Background: an optimization exercise with open tools, aiming at small area. Do not read the settings as production practice. The RTL was checked by simulation tests, not by an equivalence proof against the original design.

==> v27 <==
==> flow/design.v <==
`timescale 1ns/1ps
module uart_ip_top (
    sys_clk,
    reset,
    din,
    ri,
    si,
    tx,
    dout,
    ro,
    so,
    rx
);
    input           sys_clk;
    input           reset;
    input   [0:7]   din;
    input           si;
    output          ri;
    output          tx;
    output  [0:7]   dout;
    input           ro;
    output          so;
    input           rx;
    reg     [8:0]   tq;
    wire    [8:0]   tc = tq ^ 9'b001010100;
    wire            bit_tick = tc[8] & ~tc[7] & tc[6] & ~tc[5] & tc[4] & ~tc[3] & tc[2] & ~tc[0];
    wire            tc_two   = tc[8] & ~tc[7] & ~tc[5] & tc[4] & ~tc[3] & ~tc[2] & ~tc[1] & tc[0];
    always @(posedge sys_clk, posedge reset)
        if (reset)  tq <= 9'd0;
        else        tq <= {tc[7:0], tc[8] ^ tc[3] ^ bit_tick} ^ 9'b001010100;
    reg     [0:7]   tmem [0:15];
    reg     [3:0]   twpos;
    reg     [3:0]   trpos;
    reg             tlastw;
    wire            t_eq   = (twpos == trpos);
    wire            t_full = t_eq & tlastw;
    wire            t_ne   = ~t_eq | tlastw;
    integer         ti;
    assign ri = si & ~t_full;
    always @(posedge sys_clk)
        for (ti = 0; ti < 16; ti = ti + 1)
            tmem[ti] <= ~((ri && twpos == ti) ? ((ti % 2) ? ~din : din) : tmem[(ti + 15) % 16]);
    always @(posedge sys_clk, posedge reset)
        if (reset)  twpos <= 4'd0;
        else        twpos <= twpos + {3'd0, ri} + 4'd1;
    reg     [3:0]   tpq;
    wire    [3:0]   tp = tpq ^ 4'b0011;
    reg             e_s, e_ss;       
    wire            t_idle = (tp == 4'd3);
    always @(posedge sys_clk, posedge reset)
        if (reset) begin
            tpq  <= 4'd0;
            e_s  <= 1'b0;
            e_ss <= 1'b0;
        end
        else if (bit_tick) begin
            e_s  <= t_ne;
            e_ss <= e_s;
            if (t_idle) begin
                if (e_ss) tpq <= 4'd7 ^ 4'b0011;
            end
            else tpq <= (tp + 4'd1) ^ 4'b0011;
        end
    wire            t_rd = tc_two && tp == 4'd7;
    always @(posedge sys_clk, posedge reset)
        if (reset) begin
            trpos  <= 4'd0;
            tlastw <= 1'b0;
        end
        else begin
            trpos <= trpos + {3'd0, t_rd} + 4'd1;
            if (ri != t_rd) tlastw <= ri;
        end
    reg     [0:7]   dt;
    always @(posedge sys_clk)
        if (t_idle && trpos == 4'd0) dt <= tmem[15];
    wire            dbit = dt[~tp[2:0]];
    reg             par;
    always @(posedge sys_clk)
        if (bit_tick) par <= tp[3] & (par ^ dbit);
    assign tx = tp[3] ? dbit : (tp[2] ? 1'b0 : ((tp[1] | tp[0]) ? 1'b1 : par));
    reg     [4:0]   rq;
    wire    [4:0]   rc = rq ^ 5'b11011;
    wire            s_tick = (rc == 5'b01011);
    wire            rc_two = ~rc[4] & rc[3] & rc[2] & ~rc[0];
    always @(posedge sys_clk, posedge reset)
        if (reset)  rq <= 5'd0;
        else        rq <= {rc[3:0], rc[4] ^ rc[1] ^ s_tick} ^ 5'b11011;
    reg             d1, d2, d3;
    always @(posedge sys_clk, posedge reset)
        if (reset) begin
            d1 <= 1'b0;
            d2 <= 1'b0;
            d3 <= 1'b0;
        end
        else if (s_tick) begin
            d1 <= rx;
            d2 <= d1;
            d3 <= d2;
        end
    reg             rbusy;           
    wire            ridle = ~rbusy;
    reg     [7:0]   k;
    wire            k_done = ~k[7] & ~k[6] & k[5];
    wire            r_done = ~ridle & k_done;
    always @(posedge sys_clk, posedge reset)
        if (reset) rbusy <= 1'b0;
        else if (s_tick) begin
            if (ridle) begin
                if (~d2 & d3) rbusy <= 1'b1;
            end
            else if (k_done) rbusy <= 1'b0;
        end
    always @(posedge sys_clk)
        if (s_tick) begin
            if (ridle) k <= 8'h79;
            else       k <= k + 8'd1;
        end
    reg     [0:7]   sr;
    wire            shift = k[7] & (k[3:0] == 4'hf);
    always @(posedge sys_clk)
        if (s_tick && shift) sr <= {rx, sr[0:6]};
    reg     [0:7]   ring [0:15];
    reg     [3:0]   rpos;
    reg     [3:0]   wpos;
    reg             rlastw;
    reg             f_s, f_ss;       
    reg             wp;              
    wire            r_eq   = (rpos == wpos);
    wire            r_full = r_eq & rlastw;
    wire            wgo    = wp & rc_two;
    wire            rd     = so & ro;
    wire            wr_now = ~ridle & ~k[7] & ~k[6] & ~r_full & (wpos == 4'd15);
    always @(posedge sys_clk, posedge reset)
        if (reset) begin
            f_s  <= 1'b0;
            f_ss <= 1'b0;
            wp   <= 1'b0;
        end
        else begin
            if (s_tick) begin
                f_s  <= r_full;
                f_ss <= f_s;
            end
            if (s_tick && r_done) wp <= ~f_ss;
            else if (rc_two)      wp <= 1'b0;
        end
    integer         ri_;
    always @(posedge sys_clk) begin
        for (ri_ = 1; ri_ < 16; ri_ = ri_ + 1)
            ring[ri_] <= ring[ri_ - 1];
        ring[0] <= wr_now ? sr : ring[15];
    end
    always @(posedge sys_clk, posedge reset)
        if (reset) begin
            rpos   <= 4'd0;
            wpos   <= 4'd0;
            rlastw <= 1'b0;
        end
        else begin
            rpos <= rpos + {3'd0, rd} + 4'd1;
            wpos <= wpos + {3'd0, wgo} + 4'd1;
            if (wgo != rd) rlastw <= wgo;
        end
    assign so   = ~r_eq | rlastw;
    assign dout = rd ? ring[rpos] : 8'd0;
endmodule
==> flow/flow/run.sh <==
#!/bin/bash
# Own layout flow: the standard layout (standard.sh), with these changes.
#  1. Synthesis is ORFS's (synth_recipe.tcl, unchanged), but ABC maps the
#     logic with an area-only script (flow/abc_map.script, ABC amap) in place of
#     ORFS's delay-oriented abc_speed.script. Flip-flops are mapped by
#     dfflibmap before ABC runs, so the registers are the standard ones.
#     Adders are left to ABC as plain logic (no ADDER_MAP_FILE cells and no
#     Kogge-Stone carry map), which ABC maps smaller for this design.
#  2. Port buffers use the smallest buffer cell.
#  3. Clock tree synthesis without dummy loads.
# Each tool's output goes to a log file in this folder.
set -euo pipefail
here=$(pwd)
rm -rf "$here/scripts_abc"
cp -r "$FLOW_HOME/scripts" "$here/scripts_abc"
cp "$here/flow/abc_map.script" "$here/scripts_abc/abc_speed.script"
bash standard.sh SCRIPTS_DIR="$here/scripts_abc" ADDER_MAP_FILE= SYNTH_OPERATIONS_ARGS=-nofsm synth > "$here/synth.log" 2>&1
cts="-sink_clustering_enable -repair_clock_nets -dont_use_dummy_load"
cts="$cts -sink_clustering_size $(cat flow/cts_size) -sink_clustering_max_diameter $(cat flow/cts_diam)"
cts="$cts -buf_list $(cat flow/cts_buf)"
bash standard.sh BUFFER_PORTS_ARGS="-buffer_cell sky130_fd_sc_hd__buf_1" CTS_ARGS="$cts" > "$here/layout.log" 2>&1
test -s out/final.def
==> flow/flow/abc_map.script <==
strash
ifraig
scorr
dc2
strash
dch
amap -F 4 -A 8
topo
stime -c
==> flow/flow/cts_buf <==
sky130_fd_sc_hd__clkbuf_8
==> flow/flow/cts_diam <==
100
==> flow/flow/cts_size <==
16
==> flow/standard.sh <==
#!/bin/bash
# synth_recipe.tcl (not shown) runs the flow's synth.tcl, then flattens the netlist and writes it again
# the make line also repeats each setting of config.mk as NAME=value (left out here)
make -C /OpenROAD-flow-scripts/flow DESIGN_CONFIG=/design/flow/config.mk WORK_HOME=/design/flow/orfs CLKGATE_MAP_FILE= SYNTH_SCRIPT=/design/flow/synth_recipe.tcl "${@:-finish}"
==> flow/config.mk <==
export PLATFORM = sky130hd
export DESIGN_NAME = uart_ip_top
export DESIGN_NICKNAME = uart_ip_top
export VERILOG_FILES = /design/flow/design.v
export SDC_FILE = /design/flow/constraint.sdc
export NUM_CORES = 4
export LEC_CHECK = 0
export CAP_MARGIN = 20
export CORE_MARGIN = 2
export CORE_UTILIZATION = 60
export SLEW_MARGIN = 20
==> flow/constraint.sdc <==
create_clock -name core_clock -period 20.0 [get_ports {sys_clk}]
set_input_delay 4.0000 -clock core_clock [delete_from_list [all_inputs] [get_ports {sys_clk}]]
set_output_delay 4.0000 -clock core_clock [all_outputs]
set_load 0.01 [all_outputs]
==> inputs of v1, as changes to v27 <==
==> flow/design.v, changed modules only <==
module uart_ip_top (
    sys_clk,
    reset,
    din,
    ri,
    si,
    tx,
    dout,
    ro,
    so,
    rx
);
    input           sys_clk;
    input           reset;
    input   [0:7]   din;
    input           si;
    output          ri;
    output          tx;
    output  [0:7]   dout;
    input           ro;
    output          so;
    input           rx;
    reg     [8:0]   tc;
    wire            bit_tick = tc[8] & ~tc[7] & tc[6] & ~tc[5] & tc[4] & ~tc[3] & tc[2] & ~tc[0];
    wire            tc_two   = tc[8] & ~tc[7] & ~tc[5] & tc[4] & ~tc[3] & ~tc[2] & ~tc[1] & tc[0];
    always @(posedge sys_clk, posedge reset)
        if (reset)  tc <= 9'b001010100;
        else        tc <= {tc[7:0], tc[8] ^ tc[3] ^ bit_tick};
    reg     [0:7]   tmem [0:15];
    reg     [4:0]   tcnt;
    wire            t_full = tcnt[4];
    wire            t_ne   = |tcnt;
    integer         ti;
    assign ri = si & ~t_full;
    always @(posedge sys_clk)
        if (ri) begin
            tmem[0] <= din;
            for (ti = 1; ti < 16; ti = ti + 1)
                tmem[ti] <= tmem[ti - 1];
        end
    reg     [3:0]   tp;
    reg             e_s, e_ss;       
    wire            t_idle = (tp == 4'd3);
    always @(posedge sys_clk, posedge reset)
        if (reset) begin
            tp   <= 4'd3;
            e_s  <= 1'b0;
            e_ss <= 1'b0;
        end
        else if (bit_tick) begin
            e_s  <= t_ne;
            e_ss <= e_s;
            if (t_idle) begin
                if (e_ss) tp <= 4'd7;
            end
            else tp <= tp + 4'd1;
        end
    wire            t_rd = tc_two && tp == 4'd7;
    always @(posedge sys_clk, posedge reset)
        if (reset)  tcnt <= 5'd0;
        else        tcnt <= tcnt + {4'd0, ri} - {4'd0, t_rd};
    wire    [0:7]   tperm [0:15];
    genvar          tg;
    generate
        for (tg = 0; tg < 16; tg = tg + 1) begin : g_tperm
            assign tperm[tg] = tmem[(tg + 15) % 16];
        end
    endgenerate
    wire    [0:7]   told = tperm[tcnt[3:0]];
    reg     [0:7]   dt;
    always @(posedge sys_clk)
        if (bit_tick && t_idle && e_ss) dt <= told;
    wire            dbit = dt[~tp[2:0]];
    reg             par;
    always @(posedge sys_clk)
        if (bit_tick) par <= tp[3] & (par ^ dbit);
    assign tx = tp[3] ? dbit : (tp[2] ? 1'b0 : ((tp[1] | tp[0]) ? 1'b1 : par));
    reg     [4:0]   rc;
    wire            s_tick = (rc == 5'b01011);
    wire            rc_two = ~rc[4] & rc[3] & rc[2] & ~rc[0];
    always @(posedge sys_clk, posedge reset)
        if (reset)  rc <= 5'b11011;
        else        rc <= {rc[3:0], rc[4] ^ rc[1] ^ s_tick};
    reg             d1, d2, d3;
    always @(posedge sys_clk, posedge reset)
        if (reset) begin
            d1 <= 1'b0;
            d2 <= 1'b0;
            d3 <= 1'b0;
        end
        else if (s_tick) begin
            d1 <= rx;
            d2 <= d1;
            d3 <= d2;
        end
    reg             ridle;
    reg     [7:0]   k;
    wire            k_done = ~k[7] & ~k[6] & k[5];
    wire            r_done = ~ridle & k_done;
    always @(posedge sys_clk, posedge reset)
        if (reset) ridle <= 1'b1;
        else if (s_tick) begin
            if (ridle) begin
                if (~d2 & d3) ridle <= 1'b0;
            end
            else if (k_done) ridle <= 1'b1;
        end
    always @(posedge sys_clk)
        if (s_tick) begin
            if (ridle) k <= 8'h79;
            else       k <= k + 8'd1;
        end
    reg     [0:7]   sr;
    wire            shift = k[7] & (k[3:0] == 4'hf);
    always @(posedge sys_clk)
        if (s_tick && shift) sr <= {rx, sr[0:6]};
    reg     [0:7]   ring [0:15];
    reg     [3:0]   rpos;
    reg     [4:0]   cnt;
    reg             f_s, f_ss;       
    reg             wp;              
    wire            r_full = cnt[4];
    wire            wgo    = wp & rc_two;
    wire            rd     = so & ro;
    wire    [3:0]   wpos   = rpos + cnt[3:0];
    wire            wr_now = ~ridle & ~k[7] & ~k[6] & ~r_full & (wpos == 4'd15);
    always @(posedge sys_clk, posedge reset)
        if (reset) begin
            f_s  <= 1'b0;
            f_ss <= 1'b0;
            wp   <= 1'b0;
        end
        else begin
            if (s_tick) begin
                f_s  <= r_full;
                f_ss <= f_s;
            end
            if (s_tick && r_done) wp <= ~f_ss;
            else if (rc_two)      wp <= 1'b0;
        end
    integer         ri_;
    always @(posedge sys_clk) begin
        for (ri_ = 1; ri_ < 16; ri_ = ri_ + 1)
            ring[ri_] <= ring[ri_ - 1];
        ring[0] <= wr_now ? sr : ring[15];
    end
    always @(posedge sys_clk, posedge reset)
        if (reset) begin
            rpos <= 4'd0;
            cnt  <= 5'd0;
        end
        else begin
            rpos <= rpos + {3'd0, rd} + 4'd1;
            cnt  <= cnt + {4'd0, wgo} - {4'd0, rd};
        end
    assign so   = |cnt;
    assign dout = rd ? ring[rpos] : 8'd0;
endmodule
--- a/flow/flow/run.sh
+++ b/flow/flow/run.sh
@@ -1,7 +1,7 @@
 #!/bin/bash
 # Own layout flow: the standard layout (standard.sh), with these changes.
 #  1. Synthesis is ORFS's (synth_recipe.tcl, unchanged), but ABC maps the
-#     logic with an area-only script (flow/abc_map.script, ABC amap) in place of
+#     logic with an area-oriented script (flow/abc_map.script) in place of
 #     ORFS's delay-oriented abc_speed.script. Flip-flops are mapped by
 #     dfflibmap before ABC runs, so the registers are the standard ones.
 #     Adders are left to ABC as plain logic (no ADDER_MAP_FILE cells and no
==> flow/flow/abc_map.script (replaced) <==
strash
ifraig
scorr
dc2
strash
&get -n
&st
&dch
&nf -R 1000 -p -C 32 -F 8 -A 8
&put
topo
stime -c
==> flow/flow/cts_buf (replaced) <==
sky130_fd_sc_hd__clkbuf_16
==> flow/flow/cts_size (replaced) <==
30
- GPL_TIMING_DRIVEN: not set -> 0
==> out/metrics.cfg <==
[run_status]
outcome = complete, no violations

[sta]
finalCritPeriodShare_pct = 44.32

[power]
p_leak_nw = 3.743
switching_share_pct = 27.87
powerDensity_nw_per_um2 = 135.6

[global_routing]
track_usage_pct = 25.69
grt_pass1_wl_um = 33390
grt_max_degree = 39

[cells_and_area]
final_cell_mix = dfxtp_1, o22ai_1, clkinv_1, nor2_1, dfrtp_1
seq_area_share_pct = 67.82

[floorplanning]
nWellTaps = 216

[synth]
ys_seq_elements = 326

[cts]
clock-sinks = 326

The numbers above come from v27.

==> out/metrics.cfg <==
[cts]
clock-sinks = 322

[run_status]
outcome = complete, no violations

[global_routing]
track_usage_pct = 24.02
grt_pass1_wl_um = 33510

[power]
powerDensity_nw_per_um2 = 126.6
switching_share_pct = 29.80

[cells_and_area]
final_cell_mix = edfxtp_1, dfxtp_1, a222oi_1, nor2_1
seq_area_share_pct = 71.30

[sta]
finalCritPeriodShare_pct = 45.27

[synth]
ys_seq_elements = 322

The numbers above come from v1.

port drivers added, routing unchanged:
In the flow no input, the clock included, has a driving cell. The finished layouts below were timed again as built, in two steps. Step 1 sets driving cells, clkbuf_16 on the clock port and buf_2 on the other inputs (assumed; they add their load-dependent delay and slew). Step 2 adds t to the input delays and takes it off the output delays; t is the mean of the earliest and latest rising clock arrival at the registers after step 1. Input paths then give back, and output paths get back, about the clock's delay inside the block. Slacks: ideal / step 1 / step 2; pairs: ideal / step 1.
| run | t (ns) | setup WS [ns] | worst setup path at the end |
|---|---|---|---|
| v27 | 0.572 | 11.135 / 11.113 / 11.113 | input to output |
| v1 | 0.521 | 10.947 / 10.922 / 10.922 | input to output |
After both steps setup and hold are still met in every run listed. The setup slack of v1, which loses most, moves by -0.025 ns with the drivers and by -0.025 ns with both steps.
